Source: an optimization exercise on an open RTL-to-GDS flow (aim: small area). Production flows keep margins and buffers that such runs may drop. Only simulation tests tie the RTL to the original design; equivalence was not proved. No driver is modelled on the clock port, so clocking that relies on it looks cheaper here than on a real chip. No activity file was given, so power comes from the tool's default toggle rates.

// Control_unit
module Control_unit(clock,reset,candidate1,candidate2,candidate3,candidate4,mode,UID,enter,B0,B1,led,votecount,result,totalvotes,vvpat_votedfor,pwrst,e_total_votes_casted);
Size: ~540 cells after synthesis, roughly 77 flip-flops, ~56 I/O pins, roughly 3800 sq um of cells after synthesis.
export LEC_CHECK = 0
export ABC_AREA = 1
export CAP_MARGIN = 20
export CORE_MARGIN = 2
export CORE_UTILIZATION = 40
export PLACE_DENSITY = 0.6
export SLEW_MARGIN = 20
create_clock -name core_clock -period 6.0 [get_ports {clock}]
standard.sh (not shown) runs the stock make flow with config.mk's settings and CLKGATE_MAP_FILE= SYNTH_SCRIPT=/design/flow/synth_recipe.tcl, a recipe that flattens the netlist after the stock synthesis.
==> flow/flow/run.sh <==
#!/bin/bash
# Own layout flow: the standard ORFS flow (standard.sh) with these changes:
#  - synthesis maps the logic with an area-oriented ABC script
#    (flow/abc_area.script), lets ABC pick only the smallest drive strength,
#    and leaves adders to ABC instead of mapping them to full/half-adder cells;
#    the yosys passes, register mapping, flatten and renames are the standard
#    synthesis, so the registers keep their names and cells;
#  - every port still gets a buffer, but the smallest one (buf_1);
#  - CTS uses the clock buffers in flow/cts_args.txt and no dummy loads.
# Each tool's full output goes to a log of its own in this folder.
set -euo pipefail
WORK=$(pwd)
LIB=$FLOW_HOME/platforms/sky130hd/lib/sky130_fd_sc_hd__tt_025C_1v80.lib

rm -rf "$WORK/myscripts"
cp -r "$FLOW_HOME/scripts" "$WORK/myscripts"
cp "$WORK/flow/abc_area.script" "$WORK/myscripts/abc_area.script"

# Synthesis: drive strengths above 1 are don't-use for ABC only; the layout
# steps may still size cells up.
DU=$(grep -oE 'cell \("?sky130_fd_sc_hd__[a-z0-9_]+' "$LIB" | sed -E 's/cell \("?//' | grep -vE '_(0|1)$' | tr '\n' ' ')
DU="$DU sky130_fd_sc_hd__probe_p_8 sky130_fd_sc_hd__probec_p_8 sky130_fd_sc_hd__lpflow_bleeder_1 sky130_fd_sc_hd__lpflow_clkbufkapwr_1 sky130_fd_sc_hd__lpflow_clkinvkapwr_1 sky130_fd_sc_hd__lpflow_inputiso0n_1 sky130_fd_sc_hd__lpflow_inputiso0p_1 sky130_fd_sc_hd__lpflow_inputiso1n_1 sky130_fd_sc_hd__lpflow_inputiso1p_1 sky130_fd_sc_hd__lpflow_inputisolatch_1 sky130_fd_sc_hd__lpflow_isobufsrc_1 sky130_fd_sc_hd__lpflow_lsbuf_lh_hl_isowell_tap_1 sky130_fd_sc_hd__lpflow_lsbuf_lh_isowell_tap_1"
bash standard.sh synth SCRIPTS_DIR="$WORK/myscripts" "DONT_USE_CELLS=$DU" "MIN_BUF_CELL_AND_PORTS=sky130_fd_sc_hd__buf_1 A X" ADDER_MAP_FILE= > "$WORK/synth.log" 2>&1

bash standard.sh \
  "BUFFER_PORTS_ARGS=-buffer_cell sky130_fd_sc_hd__buf_1" \
  SKIP_REPAIR_TIE_FANOUT=1 \
  "CTS_ARGS=$(cat "$WORK/flow/cts_args.txt")" \
  > "$WORK/layout.log" 2>&1
==> flow/flow/abc_area.script <==
strash
dch -f
map -a
mfs2
strash
dch -f
map -a
mfs2
strash
dch -f
map -a
topo
==> flow/flow/cts_args.txt <==
-sink_clustering_enable -repair_clock_nets -buf_list sky130_fd_sc_hd__clkbuf_16 -root_buf sky130_fd_sc_hd__clkbuf_8 -dont_use_dummy_load -sink_clustering_size 20
The first run finished clean.
Edit:
--- a/flow/flow/run.sh
+++ b/flow/flow/run.sh
@@ -9 +9,3 @@
-#  - CTS uses the clock buffers in flow/cts_args.txt and no dummy loads.
+#  - the constant outputs share the one tie cell synthesis gives them;
+#  - CTS uses the clock buffers in flow/cts_args.txt and no dummy loads, and
+#    flow/fix_clock.tcl then upsizes the leaf clock buffers with many sinks.
@@ -25,5 +27,9 @@
-bash standard.sh \
-  "BUFFER_PORTS_ARGS=-buffer_cell sky130_fd_sc_hd__buf_1" \
-  SKIP_REPAIR_TIE_FANOUT=1 \
-  "CTS_ARGS=$(cat "$WORK/flow/cts_args.txt")" \
-  > "$WORK/layout.log" 2>&1
+LAYOUT_VARS=(
+  "BUFFER_PORTS_ARGS=-buffer_cell sky130_fd_sc_hd__buf_1"
+  SKIP_REPAIR_TIE_FANOUT=1
+  "CTS_ARGS=$(cat "$WORK/flow/cts_args.txt")"
+)
+bash standard.sh "${LAYOUT_VARS[@]}" cts > "$WORK/layout_to_cts.log" 2>&1
+RES="$WORK/orfs/results/sky130hd/Control_unit/base" FIX_FANOUT=10 \
+  openroad -no_init -exit "$WORK/flow/fix_clock.tcl" > "$WORK/fix_clock.log" 2>&1
+bash standard.sh "${LAYOUT_VARS[@]}" > "$WORK/layout.log" 2>&1
==> flow/flow/cts_args.txt (replaced) <==
-sink_clustering_enable -repair_clock_nets -buf_list sky130_fd_sc_hd__clkbuf_4 -root_buf sky130_fd_sc_hd__clkbuf_4 -dont_use_dummy_load
==> flow/flow/fix_clock.tcl (new file) <==
# After CTS: a clkbuf_4 leaf that drives many flip-flops gives them slow clock
# edges, so swap each leaf clock buffer with a large fanout for a clkbuf_8,
# then legalise the placement again.
read_db $::env(RES)/4_cts.odb
set block [ord::get_db_block]
set big [[ord::get_db] findMaster sky130_fd_sc_hd__clkbuf_8]
foreach inst [$block getInsts] {
  if {[[$inst getMaster] getName] eq "sky130_fd_sc_hd__clkbuf_4"} {
    set net [[$inst findITerm X] getNet]
    set fanout [expr {[llength [$net getITerms]] - 1}]
    if {$fanout >= $::env(FIX_FANOUT)} {
      puts "upsizing [$inst getName] (fanout $fanout)"
      $inst swapMaster $big
    }
  }
}
detailed_placement
check_placement -verbose
write_db $::env(RES)/4_cts.odb
Global-route usage shrinks by 0.14 points.
Power goes down by 5.6%.
Clock skew decreases by 0.0055 ns.
Die area does not change.
Final area falls by 0.88%.
Critical path depth does not change.
Core utilization went down by 0.40 points.
Edit:
--- a/flow/flow/run.sh
+++ b/flow/flow/run.sh
@@ -9,3 +9 @@
-#  - the constant outputs share the one tie cell synthesis gives them;
-#  - CTS uses the clock buffers in flow/cts_args.txt and no dummy loads, and
-#    flow/fix_clock.tcl then upsizes the leaf clock buffers with many sinks.
+#  - CTS uses the clock buffers in flow/cts_args.txt and no dummy loads.
@@ -27,9 +25,4 @@
-LAYOUT_VARS=(
-  "BUFFER_PORTS_ARGS=-buffer_cell sky130_fd_sc_hd__buf_1"
-  SKIP_REPAIR_TIE_FANOUT=1
-  "CTS_ARGS=$(cat "$WORK/flow/cts_args.txt")"
-)
-bash standard.sh "${LAYOUT_VARS[@]}" cts > "$WORK/layout_to_cts.log" 2>&1
-RES="$WORK/orfs/results/sky130hd/Control_unit/base" FIX_FANOUT=10 \
-  openroad -no_init -exit "$WORK/flow/fix_clock.tcl" > "$WORK/fix_clock.log" 2>&1
-bash standard.sh "${LAYOUT_VARS[@]}" > "$WORK/layout.log" 2>&1
+bash standard.sh \
+  "BUFFER_PORTS_ARGS=-buffer_cell sky130_fd_sc_hd__buf_1" \
+  "CTS_ARGS=$(cat "$WORK/flow/cts_args.txt")" \
+  > "$WORK/layout.log" 2>&1
==> flow/flow/cts_args.txt (replaced) <==
-sink_clustering_enable -repair_clock_nets -buf_list sky130_fd_sc_hd__clkbuf_4 -root_buf sky130_fd_sc_hd__clkbuf_8 -dont_use_dummy_load -sink_clustering_size 8
removed: flow/flow/fix_clock.tcl
Outcome: Register-to-register slack improved by 0.11 ns. Power grows by 7.3%. Die area is unchanged. Setup slack improved by 0.10 ns. Design area grows by 2.1%. Routed wire length grows by 3.0%. Clock power grows by 24%. Clock skew grows by 0.0041 ns. Non-clock buffer count does not change.
Edit:
--- a/flow/flow/run.sh
+++ b/flow/flow/run.sh
@@ -9 +9,3 @@
-#  - CTS uses the clock buffers in flow/cts_args.txt and no dummy loads.
+#  - the constant outputs share the one tie cell synthesis gives them;
+#  - CTS uses the clock buffers in flow/cts_args.txt and no dummy loads, and
+#    flow/fix_clock.tcl then upsizes the leaf clock buffers with many sinks.
@@ -25,4 +27,9 @@
-bash standard.sh \
-  "BUFFER_PORTS_ARGS=-buffer_cell sky130_fd_sc_hd__buf_1" \
-  "CTS_ARGS=$(cat "$WORK/flow/cts_args.txt")" \
-  > "$WORK/layout.log" 2>&1
+LAYOUT_VARS=(
+  "BUFFER_PORTS_ARGS=-buffer_cell sky130_fd_sc_hd__buf_1"
+  SKIP_REPAIR_TIE_FANOUT=1
+  "CTS_ARGS=$(cat "$WORK/flow/cts_args.txt")"
+)
+bash standard.sh "${LAYOUT_VARS[@]}" cts > "$WORK/layout_to_cts.log" 2>&1
+RES="$WORK/orfs/results/sky130hd/Control_unit/base" FIX_FANOUT=10 \
+  openroad -no_init -exit "$WORK/flow/fix_clock.tcl" > "$WORK/fix_clock.log" 2>&1
+bash standard.sh "${LAYOUT_VARS[@]}" > "$WORK/layout.log" 2>&1
==> flow/flow/cts_args.txt (replaced) <==
-sink_clustering_enable -repair_clock_nets -buf_list sky130_fd_sc_hd__clkbuf_4 -root_buf sky130_fd_sc_hd__clkbuf_4 -dont_use_dummy_load
==> flow/flow/fix_clock.tcl (new file) <==
# After CTS: a clkbuf_4 leaf that drives many flip-flops gives them slow clock
# edges, so swap each leaf clock buffer with a large fanout for a clkbuf_8,
# then legalise the placement again.
read_db $::env(RES)/4_cts.odb
set block [ord::get_db_block]
set big [[ord::get_db] findMaster sky130_fd_sc_hd__clkbuf_8]
foreach inst [$block getInsts] {
  if {[[$inst getMaster] getName] eq "sky130_fd_sc_hd__clkbuf_4"} {
    set net [[$inst findITerm X] getNet]
    set fanout [expr {[llength [$net getITerms]] - 1}]
    if {$fanout >= $::env(FIX_FANOUT)} {
      puts "upsizing [$inst getName] (fanout $fanout)"
      $inst swapMaster $big
    }
  }
}
detailed_placement
check_placement -verbose
write_db $::env(RES)/4_cts.odb
GPL_TIMING_DRIVEN = 0   (was default)
=> Clock skew shrinks by 0.0065 ns; register-to-register slack loses 0.14 ns; area after synthesis is unchanged; worst hold slack gains 0.0058 ns.
Edit:
--- a/flow/flow/run.sh
+++ b/flow/flow/run.sh
@@ -9,3 +9 @@
-#  - the constant outputs share the one tie cell synthesis gives them;
-#  - CTS uses the clock buffers in flow/cts_args.txt and no dummy loads, and
-#    flow/fix_clock.tcl then upsizes the leaf clock buffers with many sinks.
+#  - CTS uses the clock buffers in flow/cts_args.txt and no dummy loads.
@@ -27,9 +25,5 @@
-LAYOUT_VARS=(
-  "BUFFER_PORTS_ARGS=-buffer_cell sky130_fd_sc_hd__buf_1"
-  SKIP_REPAIR_TIE_FANOUT=1
-  "CTS_ARGS=$(cat "$WORK/flow/cts_args.txt")"
-)
-bash standard.sh "${LAYOUT_VARS[@]}" cts > "$WORK/layout_to_cts.log" 2>&1
-RES="$WORK/orfs/results/sky130hd/Control_unit/base" FIX_FANOUT=10 \
-  openroad -no_init -exit "$WORK/flow/fix_clock.tcl" > "$WORK/fix_clock.log" 2>&1
-bash standard.sh "${LAYOUT_VARS[@]}" > "$WORK/layout.log" 2>&1
+bash standard.sh \
+  "BUFFER_PORTS_ARGS=-buffer_cell sky130_fd_sc_hd__buf_1" \
+  SKIP_REPAIR_TIE_FANOUT=1 \
+  "CTS_ARGS=$(cat "$WORK/flow/cts_args.txt")" \
+  > "$WORK/layout.log" 2>&1
==> flow/flow/cts_args.txt (replaced) <==
-sink_clustering_enable -repair_clock_nets -buf_list sky130_fd_sc_hd__clkbuf_4 -root_buf sky130_fd_sc_hd__clkbuf_8 -dont_use_dummy_load -sink_clustering_size 5 -sink_clustering_max_diameter 20 -sink_clustering_levels 2
GPL_TIMING_DRIVEN = default   (was 0)
removed: flow/flow/fix_clock.tcl
Result: The new run passed the timing, DRC and antenna checks; die area is unchanged; routed wire length rises by 0.76%; sequential cell count stays the same; utilization is about the same; power rises by 5.7%; non-clock buffer count falls by 12; global-route usage rises by 0.18 points; synthesized area stays the same; cell count falls by 1.7%; via count falls by 0.49%; final area hardly moves.

## what the ideal ports hide
The results above use ideal ports. As a check the final layouts listed here were re-extracted and re-timed, cells and wires unchanged. Step 1 assumes that a clkbuf_16 drives the clock port and a buf_2 every other input. Step 2 moves the port delays by t, midway between the first and last clock arrival at a register: inputs arrive t later, outputs are due t later. That takes back most of the time a late clock gives input paths. Slacks: ideal ports / drivers / drivers and shift; pairs: ideal ports / drivers.
| run | t (ns) | setup WS [ns] | worst slew at a driven data input, ns |
|---|---|---|---|
| the first run | 0.359 | 1.211 / 1.184 / 1.184 | 0.03 |
| the second run | 0.427 | 1.206 / 1.179 / 1.179 | 0.03 |
| the third run | 0.365 | 1.306 / 1.275 / 1.275 | 0.03 |
| the fourth run | 0.410 | 1.041 / 1.018 / 1.018 | 0.03 |
| the fifth run | 0.359 | 1.211 / 1.184 / 1.184 | 0.03 |
After both steps every run listed still meets setup and hold. For the third run, which loses most, drivers alone change the setup slack by -0.031 ns; drivers and shift together by -0.031 ns.
